What follows belongs to an exercise in optimizing a design on an open flow for small area, a short achievable clock period and few clock cycles; a production flow would make more cautious choices. RTL that was checked went through simulation tests only; none was proved equivalent to the original. Only the layout flow was run in run 2; the RTL was not checked for function there.

==> flow/design.v, too long to show whole: its modules and the start of the top module <==
// module CONV: 2272 lines
// module CONV_fa: 4 lines
module  CONV(
            input		  clk,
            input		  reset,
            output		  busy,
            input		  ready,
            output [11:0] iaddr,
            input  [19:0] idata,
            output	 	  cwr,
            output [11:0] caddr_wr,
            output [19:0] cdata_wr,
            output	 	  crd,
            output [11:0] caddr_rd,
            input  [19:0] cdata_rd,
            output [ 2:0] csel
        );
  // ...
==> flow/flow/run.sh <==
#!/bin/bash
# Own layout flow: the standard flow (standard.sh, unchanged synthesis,
# floorplan, power grid and tap cells), with buf_2 cells as the port buffers
# instead of the delay buffer buffer_ports picks by default, and repair_timing
# aiming for 6.6 ns of setup slack.
# The full make/ORFS output goes to flow_standard.log in the work folder;
# ORFS also keeps a log per step under orfs/logs.
set -euo pipefail
bash standard.sh \
  "BUFFER_PORTS_ARGS=-buffer_cell sky130_fd_sc_hd__buf_2" \
  SETUP_SLACK_MARGIN=6.6 \
  finish > flow_standard.log 2>&1
==> flow/standard.sh <==
#!/bin/bash
# synth_recipe.tcl (not shown) runs the flow's synth.tcl, then flattens the netlist and writes it again
# the make line also repeats each setting of config.mk as NAME=value (left out here)
make -C /OpenROAD-flow-scripts/flow DESIGN_CONFIG=/design/flow/config.mk WORK_HOME=/design/flow/orfs CLKGATE_MAP_FILE= SYNTH_SCRIPT=/design/flow/synth_recipe.tcl "${@:-finish}"
==> flow/config.mk <==
export PLATFORM = sky130hd
export DESIGN_NAME = CONV
export DESIGN_NICKNAME = CONV
export VERILOG_FILES = /design/flow/design.v
export SDC_FILE = /design/flow/constraint.sdc
export NUM_CORES = 4
export LEC_CHECK = 0
export CAP_MARGIN = 20
export CORE_MARGIN = 2
export CORE_UTILIZATION = 40
export CTS_CLUSTER_DIAMETER = 100
export CTS_CLUSTER_SIZE = 25
export SLEW_MARGIN = 20
export SYNTH_HIERARCHICAL = 1
==> flow/constraint.sdc <==
create_clock -name core_clock -period 10.0 [get_ports {clk}]
set_input_delay 2.0000 -clock core_clock [delete_from_list [all_inputs] [get_ports {clk}]]
set_output_delay 2.0000 -clock core_clock [all_outputs]
set_load 0.01 [all_outputs]
==> impl_results.md, run 1 <==
- Root buf cell: clkbuf_16
- Final design utilization: 44.6%
- Status: complete, no violations
- Die width: 336 um
- Slew of the pin with the lowest slew margin: 1180 ps
- Clock Buffer Count: 51
- Hpwl dp: 91900 um
- Initial antenna violation count: 8
- Storage cell area: 19000 um2
- Initial DRC Count: 1843
- Wirelength per Cell: 26.9 um
- Synth top area share: 44.8%
- Netlist Area Pre-Place: 44200 um2
- Number of flip-flops in the largest register: 460
- Yosys top cell by area: fa_1
- Site Rows: 121
- Post-route minimum period: 3490 ps
- Num CTS Buffers: 46
- Largest regs: sr: 460 flops, r1: 241 flops, r2: 104 flops
- WS Path Type: primary input to flip-flop
- Worst rel slew slack: 21.1%
- GR Overflow Total: 0
- Synth Area in Compound Gates: 2.69%
- Slowest stage delay, CP: 310 ps
- CP Depth: 10
Testbench counts, summed over its fixed seeds: cycles 94,302.
==> inputs of run 2 (changes only) <==
--- a/flow/design.v
+++ b/flow/design.v
@@ -20,17 +20,17 @@
 reg  [6:0] ry;         
 reg  [3:0] rr;         
 reg  [3:0] ws;         
 reg  [6:0] wq;         
 reg  [3:0] wr;         
 reg        cwr_r, csel1_r;
 reg [11:0] caddr_wr_r, caddr_rd_r;
 reg [19:0] cdata_wr_r;
-reg [19:0] pm, pa_r;
+reg [19:0] rb, pm, pa_r;
 assign busy     = busy_r;
 assign iaddr    = {ry[5:0], rx[5:0]};
 assign cwr      = cwr_r;
 assign caddr_wr = caddr_wr_r;
 assign cdata_wr = cdata_wr_r;
 assign crd      = busy_r;
 assign caddr_rd = caddr_rd_r;
 assign csel     = {1'b0, csel1_r, 1'b1};
@@ -2213,17 +2213,17 @@
 wire [6:0] wq2   = wlow ? wq + 7'd65 : wq;
 wire [6:0] pt    = wq2 - 7'd3;
 wire [4:0] pi    = pt[5:1];        
 wire       ph    = pt[0];          
 wire [3:0] psx   = wlow ? ws - 4'd1 : ws;
 wire       pact  = wq != 7'd2 && !(ws == 4'd0 && wlow);
 wire       l0we  = wq != 7'd0 && ws != 4'd8;
 wire [6:0] wx    = wq - 7'd1;
-wire [19:0] pmax = (cdata_rd > pm) ? cdata_rd : pm;
+wire [19:0] pmax = (rb > pm) ? rb : pm;
 always @(posedge clk or posedge reset) begin
     if (reset) begin
         busy_r  <= 1'b0;
         wact    <= 1'b0;
         cwr_r   <= 1'b0;
         csel1_r <= 1'b0;
     end else begin
         if (start)
@@ -2257,21 +2257,22 @@
             wq <= wq + 7'd1;
     end else
         wr <= wr + 4'd1;
     if (wr[3])
         caddr_wr_r <= {2'b00, psx[2:0], ph, wr[0], pi};
     else
         caddr_wr_r <= {ws[2:0], wr[2:0], wx[5:0]};
     caddr_rd_r <= {psx[2:0], ph, wr[2], wr[0], pi, wr[1]};
-    cdata_wr_r <= wr[3] ? (wr[0] ? pm : pa_r) : relu;
-    if (wr == 4'd1 || wr == 4'd5)
-        pm <= cdata_rd;
-    else if (wr != 4'd9)
+    cdata_wr_r <= wr[3] ? (wr[0] ? pmax : pa_r) : relu;
+    rb <= cdata_rd;
+    if (wr == 4'd2 || wr == 4'd6)
+        pm <= rb;
+    else
         pm <= pmax;
-    if (wr == 4'd4)
+    if (wr == 4'd5)
         pa_r <= pmax;
 end
 endmodule
 module CONV_fa(input a, input b, input c, output s, output co);
 assign s  = a ^ b ^ c;
 assign co = (a & b) | (a & c) | (b & c);
 endmodule
==> flow/flow/run.sh (replaced) <==
#!/bin/bash
# Own layout flow: the standard flow (standard.sh, unchanged synthesis,
# floorplan, power grid and tap cells), with buf_2 cells as the port buffers
# instead of the delay buffer buffer_ports picks by default, and repair_timing
# aiming for 6.8 ns of setup slack.
# The full make/ORFS output goes to flow_standard.log in the work folder;
# ORFS also keeps a log per step under orfs/logs.
set -euo pipefail
bash standard.sh \
  "BUFFER_PORTS_ARGS=-buffer_cell sky130_fd_sc_hd__buf_2" \
  SETUP_SLACK_MARGIN=6.8 \
  finish > flow_standard.log 2>&1
==> run 2 against run 1 <==
Core utilization fell by 0.54 points. Routed wire length rose by 3.7%. Maximum frequency rose by 7.6%. Sequential cell count rose by 20. First-iteration DRC count rose by 16%. Clock-buffer cell count rose by 4. Synthesized cell count rose by 3.1%. Largest cell class unchanged.
==> impl_results.md, run 2 <==
- Area of the multi-input gates: 24500 um2 (was 24700 um2)
- Worst Hold Path EP: sr[206]$_DFF_P_ (was sr[113]$_DFF_P_)
- Yosys reg bits: 946 (was 926)
- Crit path DAT: 3790 ps (was 3910 ps)
- Vias per Instance: 4.94 (was 4.93)
- Tcrit/Tclk final: 32.5% (was 34.9%)
- Sink Count: 946 (was 926)
- Largest regs: sr: 460 flops, r1: 241 flops, r2: 104 flops (unchanged)
- Final Setup Violations: 0 (unchanged)
- Pins Over Slew Limit: 0 (unchanged)
- Syn Inst Count: 2856 (was 2769)
- EDFF count, synth: 20 (was 40)
- Hold depth: 0 (unchanged)
- Vias: 22302 (was 21804)
- Wirelength, routed: 123000 um (was 119000 um)
- Root buf cell: clkbuf_16 (unchanged)
- Ys Warns: 7 (unchanged)
- Initial antenna violation count: 6 (was 8)
- Die width: 338 um (was 336 um)
- Hold Vio Cnt, Final: 0 (unchanged)
- Worst Reg-to-Reg Cells: 13 (was 4)
- Post-route setup slack: 6750 ps (was 6510 ps)
- CP cell instances: inv_2 > fa_1 > inv_2 > ha_4 > a21oi_4 > o211ai_1 > a311oi_2 > buf_4 > a31oi_4 > o211ai_1 > o2bb2ai_4 > mux2_4 > a21o_1 (was buf_8 > ha_4 > nand4_1 > nor2_4 > nand2_2 > o21ai_2 > a211oi_2 > a31oi_4 > a21o_4 > mux2_4)
- Worst-skew pair later-pin latency: 670 ps (was 660 ps)
- GR Overflow Total: 0 (unchanged)
- Diodes inserted: 0 (was 3)
- Worst Setup Start Kind: flip-flop (was primary input)
- Slew of the pin with the lowest slew margin: 965 ps (was 1180 ps)
- Clock H-tree levels: 2 (unchanged)
- DRT Pass-1 Iters: 5 (was 7)
- Final Hold Slack: 295 ps (was 317 ps)
- Dpl ws: 6130 ps (was 5120 ps)
- GRT Overall Usage: 22.2% (was 21.6%)
- Worst path required time: 10540 ps (was 10420 ps)
- R2r startpoint: r2[25]$_DFF_P_ (was sr[52]$_DFF_P_)
- Die Area: 114000 um2 (was 113000 um2)
- Yosys top cell by area: fa_1 (unchanged)
- Top cells by area, synth: fa_1 44%, dfxtp_1 41%, ha_1 2.6%, inv_1 2.0%, edfxtp_1 1.3% (was fa_1 45%, dfxtp_1 40%, edfxtp_1 2.7%, ha_1 2.7%, inv_1 1.9%)
- Vias in the first global route: 24263 (was 23872)
- Syn Area/Cell: 15.6 um2 (was 15.9 um2)
- Post-route DRC: 0 (unchanged)
- Commonest cells after routing, fill and taps aside: 988 x fa_1, 833 x dfxtp_1, 238 x inv_1 (was 988 x fa_1, 859 x dfxtp_1, 222 x inv_1)
- Commonest non-fill, non-tap cell in the layout: fa_1 (unchanged)
- Wirelength per Cell: 27.3 um (was 26.9 um)
- DRT antenna net count: 0 (unchanged)
- TritonCTS clock tree: yes (unchanged)
- Hold crit path type: flip-flop to flip-flop (unchanged)
- Crit path max-delay cell type: fa_1 (was a31oi_4)
- Largest Register: sr (unchanged)
- First-pass GRT wire length: 176000 um (was 170000 um)
- Number of flip-flops in the largest register: 460 (unchanged)
- Reg2reg end: cdata_wr_r[5]$_DFF_P_ (was r1[148]$_DFF_P_)
- Largest net degree at the start of global routing: 46 (was 40)
- Crit path from: r2[25]$_DFF_P_ (was cdata_rd[19])
- Total of max-cap violations: 0 (unchanged)
- Global placement routability congestion: 1.01 (about the same)
- Crit path buffers/inverters: 3 (was 1)
- Post-synth top cells: 988 x fa_1, 922 x dfxtp_1, 240 x inv_1, 94 x ha_1, 85 x a21oi_1 (was 988 x fa_1, 882 x dfxtp_1, 222 x inv_1, 94 x ha_1, 75 x nand2_1)
- Fin Clk Skew: 60.0 ps (was 35.7 ps)
- Fillers: 9832 (was 9649)
- Initial Util: 40.3% (was 40.5%)
- Library cells used by synthesis: 66 (was 61)
- Placeable Area: 111000 um2 (was 109000 um2)
- Crit-path leading delay family: compound AO/OA/AOI/OAI gates (unchanged)
- Num CTS Buffers: 47 (was 46)
- FFs w/ async S/R, synth: 0.423% (was 0.432%)
- Site Rows: 122 (was 121)
- Initial DRC Count: 2140 (was 1843)
- Post-route minimum period: 3250 ps (was 3490 ps)
- Worst rel slew slack: 35.6% (was 21.1%)
- Placed Cells: 4433 (was 4335)
- Netlist Area Pre-Place: 44500 um2 (was 44200 um2)
- Bufs on Longest Clock Path: 3 (unchanged)
- RSZ-0062 raised after global routing: true (unchanged)
- Synth top area share: 44.4% (was 44.8%)
- Non-Filler Instances: 4516 (was 4422)
- FMAX: 308 MHz (was 286 MHz)
- P&R area growth vs syn: 9.42% (was 10.3%)
- CP endpoint kind: flip-flop (unchanged)
- Chip height: 338 um (was 336 um)
- Ys flop type: dfxtp_1 (unchanged)
- Nets: 4137 (was 4051)
- Storage cell area: 19300 um2 (was 19000 um2)
- Share of layout cells above drive strength 1: 10.7% (was 9.99%)
- PortBufs: 102 (unchanged)
- HP Start: sr[186]$_DFF_P_ (was sr[93]$_DFF_P_)
- CTS clk-pin slew, worst paths: 100 ps (about the same)
- Most numerous cell in the Yosys netlist: fa_1 (unchanged)
- Slowest stage delay, CP: 510 ps (was 310 ps)
- Status: complete, no violations (unchanged)
- Flop-to-flop setup slack: 6750 ps (was 6610 ps)
- Hpwl dp: 94400 um (was 91900 um)
- Seq/Total Area, Yosys: 43.0% (was 42.9%)
- WS Path Type: flip-flop to flip-flop (was primary input to flip-flop)
- Top Ports: 105 (unchanged)
- Setup TNS: 0 ps (unchanged)
- Critical path peak fanout: 5 (was 6)
[run 2: metrics by stage]
step | instance area (um2) | util [%]
after floorplan | 44600 | -
after global placement | 46800 | 42.4
after detailed placement | 46800 | 42.4
after CTS | 48600 | 44.0
after global routing | 48700 | 44.1
final | 48700 | 44.1
[run 2: worst register-to-register path, cell delays in order, from the launching register on]
cell	delay (ps)
dfxtp_2	330
inv_2	30
fa_1	510
inv_2	50
ha_4	230
a21oi_4	130
o211ai_1	160
a311oi_2	260
buf_4	190
a31oi_4	130
o211ai_1	320
o2bb2ai_4	230
mux2_4	390
a21o_1	180
[run 2: worst max-delay path by stage]
stage / end / cells past startpoint
2_1_floorplan: cdata_wr_r[11]$_DFF_P_ / 12
3_3_place_gp: cdata_wr_r[0]$_DFF_P_ / 12
3_5_place_dp: cdata_wr_r[13]$_DFF_P_ / 12
4_1_cts: busy / 1
5_1_grt: cdata_wr_r[0]$_DFF_P_ / 13
6_report: cdata_wr_r[5]$_DFF_P_ / 13
[run 2: what timing repair did]
item | 4_1_cts | 5_1_grt
cloned | 3 | 0
hold endpoints to repair | 0 | 0
endpoints found under the setup margin | 169 | 70
gates resized for setup | 95 | 39
hold buffers | 0 | 0
setup buffers | 15 | 0
pin swaps | 10 | 7
[run 2: cell families after synthesis]
logic type                 share of synthesized area [%]
xor gates and xnor gates                            1.00
buffers and inverters                               2.63
and+or+nand+nor                                     2.67
AOI/OAI and AO/OA                                   2.97
muxes                                              0.638
adders and majority gates                           47.1
DFF                                                 43.0
other                                             0.0169
[run 2: area by class of cell]
class / count / area share, %
Clock inverter: 10 / 0.313
Tap cell: 1488 / 3.82
Sequential cell: 946 / 39.6
Multi-Input combinational cell: 1646 / 50.4
Timing Repair Buffer: 130 / 1.50
Inverter: 241 / 1.86
Clock buffer: 55 / 2.58
[run 2: metal layers]
metal | GRT usage (%) | routed length, um | vias up
met1 | 30.6 | 52100 | 11830
met4 | 7.99 | 5370 | 2
li1 | - | - | 9142
met3 | 6.18 | 11300 | 270
met2 | 33.9 | 54500 | 1058
met5 | 0 | 20 | -
[run 2: modules after synthesis (local to each module, per instance)]
module | times used | cell area [um2] | cells inside
CONV | 1 | 24800 | 1869
CONV_fa | 987 | 20.0 | 1

port drivers added, routing unchanged:
In the flow no input, the clock included, has a driving cell. The finished layouts below were timed again as built, in two steps. Step 1 assumes that a clkbuf_16 drives the clock port and a buf_2 every other input. Step 2 moves the port delays by t, midway between the first and last clock arrival at a register: inputs arrive t later, outputs are due t later. That takes back most of the time a late clock gives input paths. Three values: ideal ports, drivers, drivers and shift; two values: the first two.
run	shift t [ns]	slack for setup (ns)	worst setup path after step 2	latest minus earliest clock arrival (ns)	worst data-port slew with drivers (ns)
run 1	0.721	6.508 / 6.528 / 5.807	input to register	0.040 / 0.040	0.07
run 2	0.709	6.754 / 6.735 / 6.754	register to register	0.060 / 0.060	0.06
After both steps setup and hold are still met in every run listed. For run 1, which loses most, drivers alone change the setup slack by +0.020 ns; drivers and shift together by -0.701 ns.
